Background: an optimization exercise with open tools, aiming at small area and a short achievable clock period. Do not read the settings as production practice.
Function was checked by simulation only, so behaviour that the tests miss may differ from the original.
No activity file was given, so power comes from the tool's default toggle rates.

Design CPU, start of the top module:
module CPU(
    clk,
    rst_n,
    data_read,
    instruction,
    data_wen,
    data_addr,
    inst_addr,
    data_write
);
Size: ~1,400 flip-flops, roughly 160 I/O pins, ~59,000 um2 of cells after synthesis.
==> module CPU, before the edit <==
module CPU(
    clk,
    rst_n,
    data_read,
    instruction,
    data_wen,
    data_addr,
    inst_addr,
    data_write
);
    input clk;
    input rst_n;
    input [31:0] instruction;
    input [31:0] data_read;
    output data_wen;
    output [31:0] data_addr;
    output [31:0] inst_addr;
    output reg [31:0] data_write;
    localparam OP_R    = 6'b000000;
    localparam OP_J    = 6'b000010;
    localparam OP_BEQ  = 6'b000100;
    localparam OP_ADDI = 6'b001000;
    localparam OP_LW   = 6'b100011;
    localparam OP_SW   = 6'b101011;
    localparam FN_ADD  = 6'b100000;
    localparam FN_SLT  = 6'b101010;
    reg [31:0] pc;
    reg        started;    
    reg [5:0]  d_opf;      
    reg [5:0]  d_fnf;      
    reg [25:6] d_mid;      
    wire [31:0] d_ins = {d_opf, d_mid, d_fnf};
    reg        d_nz;       
    reg [31:0] d_rs_sel, d_rt_sel;
    reg [31:0] e_a;        
    reg [31:0] e_y;        
    reg [31:0] e_sd;       
    reg        e_sum, e_slt, e_sub, e_j;
    reg [4:0]  e_dst;
    reg        e_wa, e_lw, e_sw;
    reg [31:0] alu;        
    reg        alu_hz;     
    reg [4:0]  m_dst;
    reg        m_wa, m_lw, m_sw;
    reg [31:0] rf [0:31];
    reg [31:0] rf_ok;
    reg [31:0] rf_hz;      
    wire        m_we   = m_wa | m_lw;
    wire [31:0] wd     = m_lw ? data_read : alu;
    wire        wd_hz  = m_lw ? (data_read[31:1] == 31'd0) : alu_hz;
    wire [31:0] row_we = {31'd0, m_we} << m_dst;
    integer k;
    always @(posedge clk) begin
        for (k = 0; k < 32; k = k + 1)
            if (row_we[k]) begin
                rf[k]    <= wd;
                rf_hz[k] <= wd_hz;
            end
    end
    always @(posedge clk or negedge rst_n) begin
        if (!rst_n) rf_ok <= 32'd0;
        else rf_ok <= rf_ok | row_we;
    end
    wire [5:0]  d_op = d_ins[31:26];
    wire [5:0]  d_fn = d_ins[5:0];
    wire [4:0]  d_rs = d_ins[25:21];
    wire [4:0]  d_rt = d_ins[20:16];
    wire [4:0]  d_rd = d_ins[15:11];
    reg  [31:0] rs_v, rt_v;
    reg         rt_nhz;    
    integer r;
    always @(*) begin
        rs_v = 32'd0;
        rt_v = 32'd0;
        rt_nhz = 1'b0;
        for (r = 0; r < 32; r = r + 1) begin
            rs_v = rs_v | (rf[r] & {32{d_rs_sel[r]}});
            rt_v = rt_v | (rf[r] & {32{d_rt_sel[r]}});
            rt_nhz = rt_nhz | (~rf_hz[r] & d_rt_sel[r]);
        end
    end
    wire [31:0] rs_f = (m_we && m_dst == d_rs) ? wd : rs_v;
    wire [31:0] rt_f = (m_we && m_dst == d_rt) ? wd : rt_v;
    wire d_isr   = d_op == OP_R;
    wire d_isadd = d_isr && d_fn == FN_ADD;
    wire d_isslt = d_isr && d_fn == FN_SLT;
    wire d_isbeq = d_op == OP_BEQ;
    wire d_isimm = d_op == OP_ADDI || d_op == OP_LW || d_op == OP_SW;
    wire d_isj   = d_op == OP_J;
    always @(posedge clk or negedge rst_n) begin
        if (!rst_n) begin
            e_sum <= 1'b0; e_slt <= 1'b0; e_sub <= 1'b0; e_j <= 1'b0;
            e_wa <= 1'b0; e_lw <= 1'b0; e_sw <= 1'b0; e_dst <= 5'd0;
        end else begin
            e_sum <= d_isadd | d_isimm | d_isbeq;
            e_slt <= d_isslt;
            e_sub <= d_isslt | d_isbeq;
            e_j   <= d_isj;
            e_wa  <= (d_isr && d_nz) || d_op == OP_ADDI;
            e_lw  <= d_op == OP_LW;
            e_sw  <= d_op == OP_SW;
            e_dst <= d_isr ? d_rd : d_rt;
        end
    end
    always @(posedge clk) begin
        e_a    <= rs_f;
        e_y    <= d_isimm ? {{16{d_ins[15]}}, d_ins[15:0]}
                : d_isj   ? {6'd0, d_ins[25:0]}
                          : ((d_isslt | d_isbeq) ? ~rt_f : rt_f);
        e_sd   <= rt_v;
    end
    wire [31:0] sum = e_a + e_y + {31'd0, e_sub};
    wire [31:0] e_b = ~e_y;
    wire        lt  = (e_a[31] ^ e_b[31]) ? e_a[31] : (e_a[30:0] < e_b[30:0]);
    always @(posedge clk or negedge rst_n) begin
        if (!rst_n) begin
            alu <= 32'd0;
            alu_hz <= 1'b1;
            m_dst <= 5'd0; m_wa <= 1'b0; m_lw <= 1'b0; m_sw <= 1'b0;
        end else begin
            if (e_sum) begin
                alu    <= sum;
                alu_hz <= sum[31:1] == 31'd0;
            end else if (e_slt) begin
                alu    <= {31'd0, lt};
                alu_hz <= 1'b1;
            end else if (e_j) begin
                alu    <= {2'b00, pc[31:28], e_y[25:0]};
                alu_hz <= {pc[31:28], e_y[25:1]} == 29'd0;
            end
            m_dst <= e_dst; m_wa <= e_wa; m_lw <= e_lw; m_sw <= e_sw;
        end
    end
    always @(posedge clk) data_write <= e_sd;
    assign data_addr = alu;
    assign data_wen  = m_sw;
    assign inst_addr = pc;
    wire take = d_isbeq & e_slt & ~rt_nhz & (rt_v[0] == lt);
    always @(posedge clk) begin
        d_mid <= instruction[25:6];
        d_rs_sel <= (32'd1 << instruction[25:21]) & (rf_ok | row_we);
        d_rt_sel <= (32'd1 << instruction[20:16]) & (rf_ok | row_we);
    end
    reg  [31:0] pc_c;
    integer b, s;
    always @(*) begin
        pc_c = pc;
        for (s = 1; s < 32; s = s * 2)
            for (b = 31; b >= s; b = b - 1)
                pc_c[b] = pc_c[b] & pc_c[b-s];
    end
    wire [31:0] pc_inc = pc ^ {pc_c[30:0], 1'b1};
    wire [31:0] pc_br  = pc + {{16{d_ins[15]}}, d_ins[15:0]};
    always @(posedge clk or negedge rst_n) begin
        if (!rst_n) begin
            pc <= 32'd0;
            started <= 1'b0;
            d_opf <= 6'd0;
            d_fnf <= 6'd0;
            d_nz  <= 1'b0;
        end else begin
            started <= 1'b1;
            d_opf <= instruction[31:26];
            d_fnf <= instruction[5:0];
            d_nz  <= |instruction;
            if (instruction[31:26] == OP_J)
                pc <= {2'b00, pc[31:28], instruction[25:0]};
            else if (take)
                pc <= pc_br;
            else if (started)
                pc <= pc_inc;
        end
    end
endmodule
export LEC_CHECK = 0
export CAP_MARGIN = 20
export CORE_MARGIN = 2
export CORE_UTILIZATION = 50
export CTS_CLUSTER_DIAMETER = 60
export CTS_CLUSTER_SIZE = 25
export PLACE_DENSITY = 0.6
export SLEW_MARGIN = 20
create_clock -name core_clock -period 12.0 [get_ports {clk}]
standard.sh (not shown) runs the stock make flow with config.mk's settings and CLKGATE_MAP_FILE= SYNTH_SCRIPT=/design/flow/synth_recipe.tcl, a recipe that flattens the netlist after the stock synthesis.
==> flow/flow/run.sh <==
#!/bin/bash
set -euo pipefail
bash standard.sh SETUP_SLACK_MARGIN=8.7 \
  "CTS_ARGS=-sink_clustering_enable -repair_clock_nets -sink_clustering_size 25 -sink_clustering_max_diameter 60 -dont_use_dummy_load" \
  finish > standard_flow.log 2>&1
Edit:
--- a/flow/design.v
+++ b/flow/design.v
@@ -32,5 +32,6 @@
     wire [31:0] d_ins = {d_opf, d_mid, d_fnf};
     reg        d_nz;       
-    reg [31:0] d_rs_sel, d_rt_sel;
+    reg [3:0]  d_rs_lo, d_rt_lo;
+    reg [7:0]  d_rs_hi, d_rt_hi;
     reg [31:0] e_a;        
     reg [31:0] e_y;        
@@ -40,5 +41,4 @@
     reg        e_wa, e_lw, e_sw;
     reg [31:0] alu;        
-    reg        alu_hz;     
     reg [4:0]  m_dst;
     reg        m_wa, m_lw, m_sw;
@@ -48,5 +48,5 @@
     wire        m_we   = m_wa | m_lw;
     wire [31:0] wd     = m_lw ? data_read : alu;
-    wire        wd_hz  = m_lw ? (data_read[31:1] == 31'd0) : alu_hz;
+    wire        wd_hz  = wd[31:1] == 31'd0;
     wire [31:0] row_we = {31'd0, m_we} << m_dst;
     integer k;
@@ -75,7 +75,7 @@
         rt_nhz = 1'b0;
         for (r = 0; r < 32; r = r + 1) begin
-            rs_v = rs_v | (rf[r] & {32{d_rs_sel[r]}});
-            rt_v = rt_v | (rf[r] & {32{d_rt_sel[r]}});
-            rt_nhz = rt_nhz | (~rf_hz[r] & d_rt_sel[r]);
+            rs_v = rs_v | (rf[r] & {32{d_rs_lo[r % 4] & d_rs_hi[r / 4] & rf_ok[r]}});
+            rt_v = rt_v | (rf[r] & {32{d_rt_lo[r % 4] & d_rt_hi[r / 4] & rf_ok[r]}});
+            rt_nhz = rt_nhz | (~rf_hz[r] & d_rt_lo[r % 4] & d_rt_hi[r / 4] & rf_ok[r]);
         end
     end
@@ -110,23 +110,14 @@
         e_sd   <= rt_v;
     end
-    wire [31:0] sum = e_a + e_y + {31'd0, e_sub};
-    wire [31:0] e_b = ~e_y;
-    wire        lt  = (e_a[31] ^ e_b[31]) ? e_a[31] : (e_a[30:0] < e_b[30:0]);
+    wire [32:0] sum33 = {e_a[31], e_a} + {e_y[31], e_y} + {32'd0, e_sub};
+    wire        lt    = sum33[32];
     always @(posedge clk or negedge rst_n) begin
         if (!rst_n) begin
             alu <= 32'd0;
-            alu_hz <= 1'b1;
             m_dst <= 5'd0; m_wa <= 1'b0; m_lw <= 1'b0; m_sw <= 1'b0;
         end else begin
-            if (e_sum) begin
-                alu    <= sum;
-                alu_hz <= sum[31:1] == 31'd0;
-            end else if (e_slt) begin
-                alu    <= {31'd0, lt};
-                alu_hz <= 1'b1;
-            end else if (e_j) begin
-                alu    <= {2'b00, pc[31:28], e_y[25:0]};
-                alu_hz <= {pc[31:28], e_y[25:1]} == 29'd0;
-            end
+            if (e_sum)      alu <= sum33[31:0];
+            else if (e_slt) alu <= {31'd0, lt};
+            else if (e_j)   alu <= {2'b00, pc[31:28], e_y[25:0]};
             m_dst <= e_dst; m_wa <= e_wa; m_lw <= e_lw; m_sw <= e_sw;
         end
@@ -139,6 +130,8 @@
     always @(posedge clk) begin
         d_mid <= instruction[25:6];
-        d_rs_sel <= (32'd1 << instruction[25:21]) & (rf_ok | row_we);
-        d_rt_sel <= (32'd1 << instruction[20:16]) & (rf_ok | row_we);
+        d_rs_lo <= 4'd1 << instruction[22:21];
+        d_rs_hi <= 8'd1 << instruction[25:23];
+        d_rt_lo <= 4'd1 << instruction[17:16];
+        d_rt_hi <= 8'd1 << instruction[20:18];
     end
     reg  [31:0] pc_c;
What happened: Area after synthesis is lower by 1.6%; global-route usage goes up by 0.79 points; routed wire length rose by 3.8%; synthesized cell count drops by 2.8%; clock power went down by about 4%; worst setup slack improved by 0.0036 ns; via count increases by 2.9%; die area fell by 1.6%.

## what the ideal ports hide
The flow's constraints put no driver on any port. The routed layouts listed below were extracted and timed again, unchanged, in two steps.
Step 1: set_driving_cell puts a clkbuf_16 on clk and a buf_2 on each other input, an assumption about the parent block.
Step 2, shift: input delay + t, output delay - t, t = (earliest + latest rising clock arrival at the registers) / 2. This alone moves slack from input paths to output paths.
Slacks: ideal / step 1 / step 2; pairs: ideal / step 1.
run | shift t [ns] | setup slack, ns | latest minus earliest clock arrival (ns)
the first run | 0.790 | 8.252 / 8.176 / 7.746 | 0.083 / 0.084
the second run | 0.799 | 8.255 / 8.180 / 7.521 | 0.084 / 0.084
After both steps every run listed still meets setup and hold. For the second run, which loses most, drivers alone change the setup slack by -0.075 ns; drivers and shift together by -0.734 ns.
